This is an optimization exercise on Yosys and OpenROAD, whose aim is small area, a short achievable clock period and few clock cycles, not a production implementation. At most, simulation tests tie the RTL to the original design; equivalence was not proved.

==> run a: inputs <==
// vendingMachine
module vendingMachine(
   clk,
   reset,
   coinInA,
   coinInB,
   coinInC,
   coinInD,
   itemTypeIn,
   itemNumberIn,
   forceIn,
   coinOutA,
   coinOutB,
   coinOutC,
   coinOutD,
   itemTypeOut,
   itemNumberOut,
   serviceTypeOut
);
clock: 6.0 ns
lec_check: 0
abc_area: 1
cap_margin: 20
core_margin: 2
core_utilization: 40
slew_margin: 20
standard.sh (not shown) runs the stock make flow with config.mk's settings and CLKGATE_MAP_FILE= SYNTH_SCRIPT=/design/flow/synth_recipe.tcl, a recipe that flattens the netlist after the stock synthesis.
==> flow/flow/run.sh <==
#!/bin/bash
# The standard layout, except that synthesis leaves adders to ABC as plain
# gates instead of mapping them to the library's full/half-adder cells.
set -euo pipefail
bash standard.sh ADDER_MAP_FILE= finish > flow_make.log 2>&1
==> run b (differences from run a) <==
--- a/flow/design.v
+++ b/flow/design.v
@@ -84,25 +84,19 @@
          default: th[j] = j * 20;
       endcase
       ge[j-1] = (v5[9:8] != 2'b0) | (v5[7:0] >= th[j]);
    end
 end
-wire [2:0]  nf   = ge[5] ? 3'd6 : ge[4] ? 3'd5 : ge[3] ? 3'd4 : ge[2] ? 3'd3 :
-                   ge[1] ? 3'd2 : ge[0] ? 3'd1 : 3'd0;
-reg  [4:0]  thf;
+wire [6:0]  e    = {ge[5], ge[5:1] ^ ge[4:0], ~ge[0]};
+wire [2:0]  nf   = {e[4] | e[5] | e[6], e[2] | e[3] | e[6], e[1] | e[3] | e[5]};
+reg  [4:0]  sF;
+integer k;
 always @* begin
-   case (nf)
-      3'd1: thf = th[1][4:0];
-      3'd2: thf = th[2][4:0];
-      3'd3: thf = th[3][4:0];
-      3'd4: thf = th[4][4:0];
-      3'd5: thf = th[5][4:0];
-      3'd6: thf = th[6][4:0];
-      default: thf = 5'd0;
-   endcase
+   sF = e[0] ? v5[4:0] : 5'd0;
+   for (k = 1; k < 7; k = k + 1)
+      sF = sF | ({5{e[k]}} & (v5[4:0] - th[k][4:0]));
 end
-wire [4:0]  sF   = v5[4:0] - thf;
 wire [9:0]  s50  = enough ? ev[9:0] : forceIn ? {5'b0, sF} : v5;
 wire [2:0]  num0 = enough ? itemNumberIn : forceIn ? nf : 3'd0;
 wire [5:0]  fs   = {2'b0, s5[3:0]} + {2'b0, s5[7:4]} + {4'b0, s5[9:8]};
 wire [2:0]  sm5;
 assign sm5[0] = (~fs[4] & ~fs[3] & ~fs[2] & fs[0]) | (~fs[4] & ~fs[3] & fs[2] & fs[1] & ~fs[0]) | (~fs[4] & fs[3] & ~fs[2] & ~fs[1] & ~fs[0]) | (~fs[4] & ~fs[2] & fs[1] & fs[0]) | (~fs[4] & fs[3] & fs[2] & ~fs[1] & fs[0]) | (fs[4] & ~fs[3] & ~fs[2] & ~fs[0]) | (fs[4] & ~fs[3] & fs[2] & fs[0]) | (fs[4] & ~fs[2] & fs[1] & ~fs[0]) | (fs[4] & fs[3] & fs[2] & ~fs[1] & ~fs[0]) | (fs[4] & fs[2] & fs[1] & fs[0]);
@@ -152,18 +146,22 @@
 wire [5:0]  kq   = {qlo, 2'b0} + {2'b0, qlo} + {3'b0, r};
 wire [5:0]  kD   = ~exC ? {3'b0, r} : exB ? kq : {3'b0, r} + 6'd5;
 wire [5:0]  kA   = exA ? countA : a[5:0];
 wire [5:0]  kB   = exB ? countB : rr[6:1];
 wire [5:0]  kC   = exC ? countC : exB ? e2[5:0] : {5'b0, b};
-wire [6:0]  tA   = {1'b0, countA} + (busy ? {1'b1, ~kA} : {1'b0, coinInA}) + {6'b0, busy};
-wire [6:0]  tB   = {1'b0, countB} + (busy ? {1'b1, ~kB} : {1'b0, coinInB}) + {6'b0, busy};
-wire [6:0]  tC   = {1'b0, countC} + (busy ? {1'b1, ~kC} : {1'b0, coinInC}) + {6'b0, busy};
-wire [6:0]  tD   = {1'b0, countD} + (busy ? {1'b1, ~kD} : {1'b0, coinInD}) + {6'b0, busy};
-wire [5:0]  nA   = (tA[6] & ~busy) ? 6'd63 : tA[5:0];
-wire [5:0]  nB   = (tB[6] & ~busy) ? 6'd63 : tB[5:0];
-wire [5:0]  nC   = (tC[6] & ~busy) ? 6'd63 : tC[5:0];
-wire [5:0]  nD   = (tD[6] & ~busy) ? 6'd63 : tD[5:0];
+wire [6:0]  tA   = {1'b0, countA} + {1'b0, coinInA};
+wire [6:0]  tB   = {1'b0, countB} + {1'b0, coinInB};
+wire [6:0]  tC   = {1'b0, countC} + {1'b0, coinInC};
+wire [6:0]  tD   = {1'b0, countD} + {1'b0, coinInD};
+wire [5:0]  pA   = exA ? 6'd0 : countA - a[5:0];
+wire [5:0]  pB   = exB ? 6'd0 : countB - rr[6:1];
+wire [5:0]  pC   = exC ? 6'd0 : countC - (exB ? e2[5:0] : {5'b0, b});
+wire [5:0]  pD   = countD - kD;
+wire [5:0]  nA   = busy ? pA : tA[6] ? 6'd63 : tA[5:0];
+wire [5:0]  nB   = busy ? pB : tB[6] ? 6'd63 : tB[5:0];
+wire [5:0]  nC   = busy ? pC : tC[6] ? 6'd63 : tC[5:0];
+wire [5:0]  nD   = busy ? pD : tD[6] ? 6'd63 : tD[5:0];
 always @(posedge clk) begin
    if (!reset) begin
       busy   <= 1'b0;
       countA <= 6'd5;
       countB <= 6'd30;
==> flow/flow/run.sh (replaced) <==
#!/bin/bash
# The standard layout, with these changes:
# - synthesis leaves adders to ABC as plain gates instead of mapping them
#   to the full/half-adder cells;
# - each port gets a buf_2 as its buffer.
set -euo pipefail
here=$(pwd)
mkdir -p scripts
for f in "$FLOW_HOME"/scripts/*; do ln -sf "$f" scripts/; done
rm -f scripts/abc_area.script
cp flow/abc_area.script scripts/abc_area.script
bash standard.sh ADDER_MAP_FILE= SCRIPTS_DIR="$here/scripts" "BUFFER_PORTS_ARGS=-buffer_cell sky130_fd_sc_hd__buf_2" finish > flow_make.log 2>&1
==> flow/flow/abc_area.script (new file) <==
strash
&get -n
&deepsyn -J 5 -S 1
&put
balance
balance -l
resub -K 6 -l
rewrite -l
resub -K 6 -N 2 -l
refactor -l
resub -K 8 -l
balance -l
resub -K 8 -N 2 -l
rewrite -l
resub -K 10 -l
rewrite -z -l
resub -K 10 -N 2 -l
balance -l
resub -K 12 -l
refactor -z -l
resub -K 12 -N 2 -l
rewrite -z -l
balance -l
dch
map -B 2
topo
stime -c
buffer -c
upsize -c
dnsize -c
==> run c (differences from run a) <==
--- a/flow/design.v
+++ b/flow/design.v
@@ -84,25 +84,19 @@
          default: th[j] = j * 20;
       endcase
       ge[j-1] = (v5[9:8] != 2'b0) | (v5[7:0] >= th[j]);
    end
 end
-wire [2:0]  nf   = ge[5] ? 3'd6 : ge[4] ? 3'd5 : ge[3] ? 3'd4 : ge[2] ? 3'd3 :
-                   ge[1] ? 3'd2 : ge[0] ? 3'd1 : 3'd0;
-reg  [4:0]  thf;
+wire [6:0]  e    = {ge[5], ge[5:1] ^ ge[4:0], ~ge[0]};
+wire [2:0]  nf   = {e[4] | e[5] | e[6], e[2] | e[3] | e[6], e[1] | e[3] | e[5]};
+reg  [4:0]  sF;
+integer k;
 always @* begin
-   case (nf)
-      3'd1: thf = th[1][4:0];
-      3'd2: thf = th[2][4:0];
-      3'd3: thf = th[3][4:0];
-      3'd4: thf = th[4][4:0];
-      3'd5: thf = th[5][4:0];
-      3'd6: thf = th[6][4:0];
-      default: thf = 5'd0;
-   endcase
+   sF = e[0] ? v5[4:0] : 5'd0;
+   for (k = 1; k < 7; k = k + 1)
+      sF = sF | ({5{e[k]}} & (v5[4:0] - th[k][4:0]));
 end
-wire [4:0]  sF   = v5[4:0] - thf;
 wire [9:0]  s50  = enough ? ev[9:0] : forceIn ? {5'b0, sF} : v5;
 wire [2:0]  num0 = enough ? itemNumberIn : forceIn ? nf : 3'd0;
 wire [5:0]  fs   = {2'b0, s5[3:0]} + {2'b0, s5[7:4]} + {4'b0, s5[9:8]};
 wire [2:0]  sm5;
 assign sm5[0] = (~fs[4] & ~fs[3] & ~fs[2] & fs[0]) | (~fs[4] & ~fs[3] & fs[2] & fs[1] & ~fs[0]) | (~fs[4] & fs[3] & ~fs[2] & ~fs[1] & ~fs[0]) | (~fs[4] & ~fs[2] & fs[1] & fs[0]) | (~fs[4] & fs[3] & fs[2] & ~fs[1] & fs[0]) | (fs[4] & ~fs[3] & ~fs[2] & ~fs[0]) | (fs[4] & ~fs[3] & fs[2] & fs[0]) | (fs[4] & ~fs[2] & fs[1] & ~fs[0]) | (fs[4] & fs[3] & fs[2] & ~fs[1] & ~fs[0]) | (fs[4] & fs[2] & fs[1] & fs[0]);
@@ -152,18 +146,22 @@
 wire [5:0]  kq   = {qlo, 2'b0} + {2'b0, qlo} + {3'b0, r};
 wire [5:0]  kD   = ~exC ? {3'b0, r} : exB ? kq : {3'b0, r} + 6'd5;
 wire [5:0]  kA   = exA ? countA : a[5:0];
 wire [5:0]  kB   = exB ? countB : rr[6:1];
 wire [5:0]  kC   = exC ? countC : exB ? e2[5:0] : {5'b0, b};
-wire [6:0]  tA   = {1'b0, countA} + (busy ? {1'b1, ~kA} : {1'b0, coinInA}) + {6'b0, busy};
-wire [6:0]  tB   = {1'b0, countB} + (busy ? {1'b1, ~kB} : {1'b0, coinInB}) + {6'b0, busy};
-wire [6:0]  tC   = {1'b0, countC} + (busy ? {1'b1, ~kC} : {1'b0, coinInC}) + {6'b0, busy};
-wire [6:0]  tD   = {1'b0, countD} + (busy ? {1'b1, ~kD} : {1'b0, coinInD}) + {6'b0, busy};
-wire [5:0]  nA   = (tA[6] & ~busy) ? 6'd63 : tA[5:0];
-wire [5:0]  nB   = (tB[6] & ~busy) ? 6'd63 : tB[5:0];
-wire [5:0]  nC   = (tC[6] & ~busy) ? 6'd63 : tC[5:0];
-wire [5:0]  nD   = (tD[6] & ~busy) ? 6'd63 : tD[5:0];
+wire [6:0]  tA   = {1'b0, countA} + {1'b0, coinInA};
+wire [6:0]  tB   = {1'b0, countB} + {1'b0, coinInB};
+wire [6:0]  tC   = {1'b0, countC} + {1'b0, coinInC};
+wire [6:0]  tD   = {1'b0, countD} + {1'b0, coinInD};
+wire [5:0]  pA   = exA ? 6'd0 : countA - a[5:0];
+wire [5:0]  pB   = exB ? 6'd0 : countB - rr[6:1];
+wire [5:0]  pC   = exC ? 6'd0 : countC - (exB ? e2[5:0] : {5'b0, b});
+wire [5:0]  pD   = countD - kD;
+wire [5:0]  nA   = busy ? pA : tA[6] ? 6'd63 : tA[5:0];
+wire [5:0]  nB   = busy ? pB : tB[6] ? 6'd63 : tB[5:0];
+wire [5:0]  nC   = busy ? pC : tC[6] ? 6'd63 : tC[5:0];
+wire [5:0]  nD   = busy ? pD : tD[6] ? 6'd63 : tD[5:0];
 always @(posedge clk) begin
    if (!reset) begin
       busy   <= 1'b0;
       countA <= 6'd5;
       countB <= 6'd30;
==> flow/flow/run.sh (replaced) <==
#!/bin/bash
# The standard layout, with these changes:
# - synthesis leaves adders to ABC as plain gates instead of mapping them
#   to the full/half-adder cells;
# - each port gets a buf_2 as its buffer.
set -euo pipefail
here=$(pwd)
mkdir -p scripts
for f in "$FLOW_HOME"/scripts/*; do ln -sf "$f" scripts/; done
rm -f scripts/abc_area.script
cp flow/abc_area.script scripts/abc_area.script
bash standard.sh ADDER_MAP_FILE= SCRIPTS_DIR="$here/scripts" "BUFFER_PORTS_ARGS=-buffer_cell sky130_fd_sc_hd__buf_2" finish > flow_make.log 2>&1
==> flow/flow/abc_area.script (new file) <==
strash
&get -n
&deepsyn -J 5 -S 1
&put
balance
balance -l
resub -K 6 -l
rewrite -l
resub -K 6 -N 2 -l
refactor -l
resub -K 8 -l
balance -l
resub -K 8 -N 2 -l
rewrite -l
resub -K 10 -l
rewrite -z -l
resub -K 10 -N 2 -l
balance -l
resub -K 12 -l
refactor -z -l
resub -K 12 -N 2 -l
rewrite -z -l
balance -l
dch
map -B 0.9
topo
stime -c
buffer -c
upsize -c
dnsize -c
--- a/flow/config.mk
+++ b/flow/config.mk
@@ -7,6 +7,8 @@
 export LEC_CHECK = 0
 export ABC_AREA = 1
 export CAP_MARGIN = 20
 export CORE_MARGIN = 2
 export CORE_UTILIZATION = 40
+export CTS_CLUSTER_DIAMETER = 300
+export CTS_CLUSTER_SIZE = 64
 export SLEW_MARGIN = 20
==> run d (differences from run a) <==
--- a/flow/design.v
+++ b/flow/design.v
@@ -32,10 +32,11 @@
 output [1:0]   itemTypeOut;
 output [2:0]   itemNumberOut;
 output [1:0]   serviceTypeOut;
 reg            busy;              
 reg            first;             
+reg            paid;              
 reg    [5:0]   countA, countB, countC, countD;   
 reg    [9:0]   s5;                
 reg    [2:0]   r;                 
 reg    [2:0]   num;               
 reg    [1:0]   typ;
@@ -84,25 +85,19 @@
          default: th[j] = j * 20;
       endcase
       ge[j-1] = (v5[9:8] != 2'b0) | (v5[7:0] >= th[j]);
    end
 end
-wire [2:0]  nf   = ge[5] ? 3'd6 : ge[4] ? 3'd5 : ge[3] ? 3'd4 : ge[2] ? 3'd3 :
-                   ge[1] ? 3'd2 : ge[0] ? 3'd1 : 3'd0;
-reg  [4:0]  thf;
+wire [6:0]  e    = {ge[5], ge[5:1] ^ ge[4:0], ~ge[0]};
+wire [2:0]  nf   = {e[4] | e[5] | e[6], e[2] | e[3] | e[6], e[1] | e[3] | e[5]};
+reg  [4:0]  sF;
+integer k;
 always @* begin
-   case (nf)
-      3'd1: thf = th[1][4:0];
-      3'd2: thf = th[2][4:0];
-      3'd3: thf = th[3][4:0];
-      3'd4: thf = th[4][4:0];
-      3'd5: thf = th[5][4:0];
-      3'd6: thf = th[6][4:0];
-      default: thf = 5'd0;
-   endcase
+   sF = e[0] ? v5[4:0] : 5'd0;
+   for (k = 1; k < 7; k = k + 1)
+      sF = sF | ({5{e[k]}} & (v5[4:0] - th[k][4:0]));
 end
-wire [4:0]  sF   = v5[4:0] - thf;
 wire [9:0]  s50  = enough ? ev[9:0] : forceIn ? {5'b0, sF} : v5;
 wire [2:0]  num0 = enough ? itemNumberIn : forceIn ? nf : 3'd0;
 wire [5:0]  fs   = {2'b0, s5[3:0]} + {2'b0, s5[7:4]} + {4'b0, s5[9:8]};
 wire [2:0]  sm5;
 assign sm5[0] = (~fs[4] & ~fs[3] & ~fs[2] & fs[0]) | (~fs[4] & ~fs[3] & fs[2] & fs[1] & ~fs[0]) | (~fs[4] & fs[3] & ~fs[2] & ~fs[1] & ~fs[0]) | (~fs[4] & ~fs[2] & fs[1] & fs[0]) | (~fs[4] & fs[3] & fs[2] & ~fs[1] & fs[0]) | (fs[4] & ~fs[3] & ~fs[2] & ~fs[0]) | (fs[4] & ~fs[3] & fs[2] & fs[0]) | (fs[4] & ~fs[2] & fs[1] & ~fs[0]) | (fs[4] & fs[3] & fs[2] & ~fs[1] & ~fs[0]) | (fs[4] & fs[2] & fs[1] & fs[0]);
@@ -152,47 +147,46 @@
 wire [5:0]  kq   = {qlo, 2'b0} + {2'b0, qlo} + {3'b0, r};
 wire [5:0]  kD   = ~exC ? {3'b0, r} : exB ? kq : {3'b0, r} + 6'd5;
 wire [5:0]  kA   = exA ? countA : a[5:0];
 wire [5:0]  kB   = exB ? countB : rr[6:1];
 wire [5:0]  kC   = exC ? countC : exB ? e2[5:0] : {5'b0, b};
-wire [6:0]  tA   = {1'b0, countA} + (busy ? {1'b1, ~kA} : {1'b0, coinInA}) + {6'b0, busy};
-wire [6:0]  tB   = {1'b0, countB} + (busy ? {1'b1, ~kB} : {1'b0, coinInB}) + {6'b0, busy};
-wire [6:0]  tC   = {1'b0, countC} + (busy ? {1'b1, ~kC} : {1'b0, coinInC}) + {6'b0, busy};
-wire [6:0]  tD   = {1'b0, countD} + (busy ? {1'b1, ~kD} : {1'b0, coinInD}) + {6'b0, busy};
-wire [5:0]  nA   = (tA[6] & ~busy) ? 6'd63 : tA[5:0];
-wire [5:0]  nB   = (tB[6] & ~busy) ? 6'd63 : tB[5:0];
-wire [5:0]  nC   = (tC[6] & ~busy) ? 6'd63 : tC[5:0];
-wire [5:0]  nD   = (tD[6] & ~busy) ? 6'd63 : tD[5:0];
+wire [5:0]  oA   = paid ? kA : 6'd0;
+wire [5:0]  oB   = paid ? kB : 6'd0;
+wire [5:0]  oC   = paid ? kC : 6'd0;
+wire [5:0]  oD   = paid ? kD : 6'd0;
+wire [6:0]  tA   = {1'b0, countA} - {1'b0, oA} + {1'b0, coinInA};
+wire [6:0]  tB   = {1'b0, countB} - {1'b0, oB} + {1'b0, coinInB};
+wire [6:0]  tC   = {1'b0, countC} - {1'b0, oC} + {1'b0, coinInC};
+wire [6:0]  tD   = {1'b0, countD} - {1'b0, oD} + {1'b0, coinInD};
 always @(posedge clk) begin
    if (!reset) begin
       busy   <= 1'b0;
+      paid   <= 1'b0;
       countA <= 6'd5;
       countB <= 6'd30;
       countC <= 6'd10;
       countD <= 6'd20;
    end
    else if (!busy) begin
       if (itemNumberIn != 3'd0) begin
          busy   <= 1'b1;
+         paid   <= 1'b0;
          first  <= 1'b1;
-         countA <= nA;
-         countB <= nB;
-         countC <= nC;
-         countD <= nD;
+         countA <= tA[6] ? 6'd63 : tA[5:0];
+         countB <= tB[6] ? 6'd63 : tB[5:0];
+         countC <= tC[6] ? 6'd63 : tC[5:0];
+         countD <= tD[6] ? 6'd63 : tD[5:0];
          s5     <= s50;
          r      <= r0;
          num    <= num0;
          typ    <= itemTypeIn;
          frc    <= forceIn;
       end
    end
    else if (ok) begin
       busy   <= 1'b0;
-      countA <= nA;
-      countB <= nB;
-      countC <= nC;
-      countD <= nD;
+      paid   <= 1'b1;
    end
    else begin
       first  <= 1'b0;
       num    <= num - 3'd1;
       s5     <= ev[9:0];
==> flow/flow/run.sh (replaced) <==
#!/bin/bash
set -euo pipefail
here=$(pwd)
mkdir -p scripts
for f in "$FLOW_HOME"/scripts/*; do ln -sf "$f" scripts/; done
rm -f scripts/abc_area.script
cp flow/abc_area.script scripts/abc_area.script
bash standard.sh ADDER_MAP_FILE= SCRIPTS_DIR="$here/scripts" finish > flow_make.log 2>&1
==> flow/flow/abc_area.script (new file) <==
strash
balance -l
resub -K 6 -l
rewrite -l
resub -K 6 -N 2 -l
refactor -l
resub -K 8 -l
balance -l
resub -K 8 -N 2 -l
rewrite -l
resub -K 10 -l
rewrite -z -l
resub -K 10 -N 2 -l
balance -l
resub -K 12 -l
refactor -z -l
resub -K 12 -N 2 -l
rewrite -z -l
balance -l
balance -l
resub -K 6 -l
rewrite -l
resub -K 6 -N 2 -l
refactor -l
resub -K 8 -l
balance -l
resub -K 8 -N 2 -l
rewrite -l
resub -K 10 -l
rewrite -z -l
resub -K 10 -N 2 -l
balance -l
resub -K 12 -l
refactor -z -l
resub -K 12 -N 2 -l
rewrite -z -l
balance -l
dch
map -B 0.9
topo
stime -c
buffer -c
upsize -c
dnsize -c
==> notes <==
Run c finished with timing, DRC and antenna clean. Run a completed with no timing, DRC or antenna violations. Run d ran to the end with no violations. Run b produced a layout that fails on setup timing.
In global-route usage, run b and run c hardly differ.
The highest non-clock buffer count belongs to run d, the lowest to run c.
Critical path depth: run d < run c < run a < run b.
Count of clock-buffer cells in the layout is the same in run c and run d.
Between run d and run c, the lower flip-flop and latch count is in run c (gap 1).
==> figures <==
Outcome: run d finished clean; run c finished clean; run a finished clean; run b finished with violations
Reasons for failing layout checks: run d -; run c -; run a -; run b setup timing
Synthesized Nets: run d 1880; run c 1659; run a 1922; run b 1771
Period minus WS final: run d 5750 ps; run c 5580 ps; run a 5760 ps; run b 6010 ps
Number of flip-flops and latches in the synthesized netlist: run d 46; run c 45; run a 45; run b 45
Die Wd: run d 159 µm; run c 154 µm; run a 162 µm; run b 153 µm
Share of cell area taken by muxes after synthesis: run d 0%; run c 0%; run a 0%; run b 0.126%
Global router's overall resource usage: run d 27.5%; run c 24.8%; run a 24.9%; run b 24.8%
Launch point of the worst path: run d s5[1]; run c s5[2]; run a s5[5]; run b s5[1]
Post-route worst hold slack: run d 623 ps; run c 598 ps; run a 526 ps; run b 551 ps
Setup slack of the most critical reg-to-reg path: run d 560 ps; run c 960 ps; run a 830 ps; run b 330 ps
Testbench counts of run b, summed over its fixed seeds: cycles 15,992.
Testbench counts of run c, summed over its fixed seeds: cycles 15,992.
The RTL of run a and run d was laid out without a check of its function.

## afterwards: timing with drivers on the ports
The results above use ideal ports. As a check the final layouts listed here were re-extracted and re-timed, cells and wires unchanged. Step 1, drivers: a clkbuf_16 drives clk and a buf_2 each remaining input, both assumed. Step 2 also shifts input and output timing later by t, the mid clock arrival at the registers, as if the neighbouring blocks saw the same clock. Slacks: ideal ports / drivers / drivers and shift; pairs: ideal ports / drivers.
run | t, ns | slack for setup (ns) | slew at the worst register clock pin (ns) | pins driven straight from the clock port
run a | 0.332 | 0.243 / 0.204 / 0.116 | 0.07 / 0.07 | 1
run b | 0.354 | -0.005 / -0.048 / 0.255 | 0.08 / 0.08 | 1
run c | 0.335 | 0.416 / 0.376 / 0.345 | 0.08 / 0.08 | 1
run d | 0.341 | 0.255 / 0.215 / 0.053 | 0.08 / 0.08 | 1
For run d, which loses most, drivers alone change the setup slack by -0.040 ns; drivers and shift together by -0.202 ns.
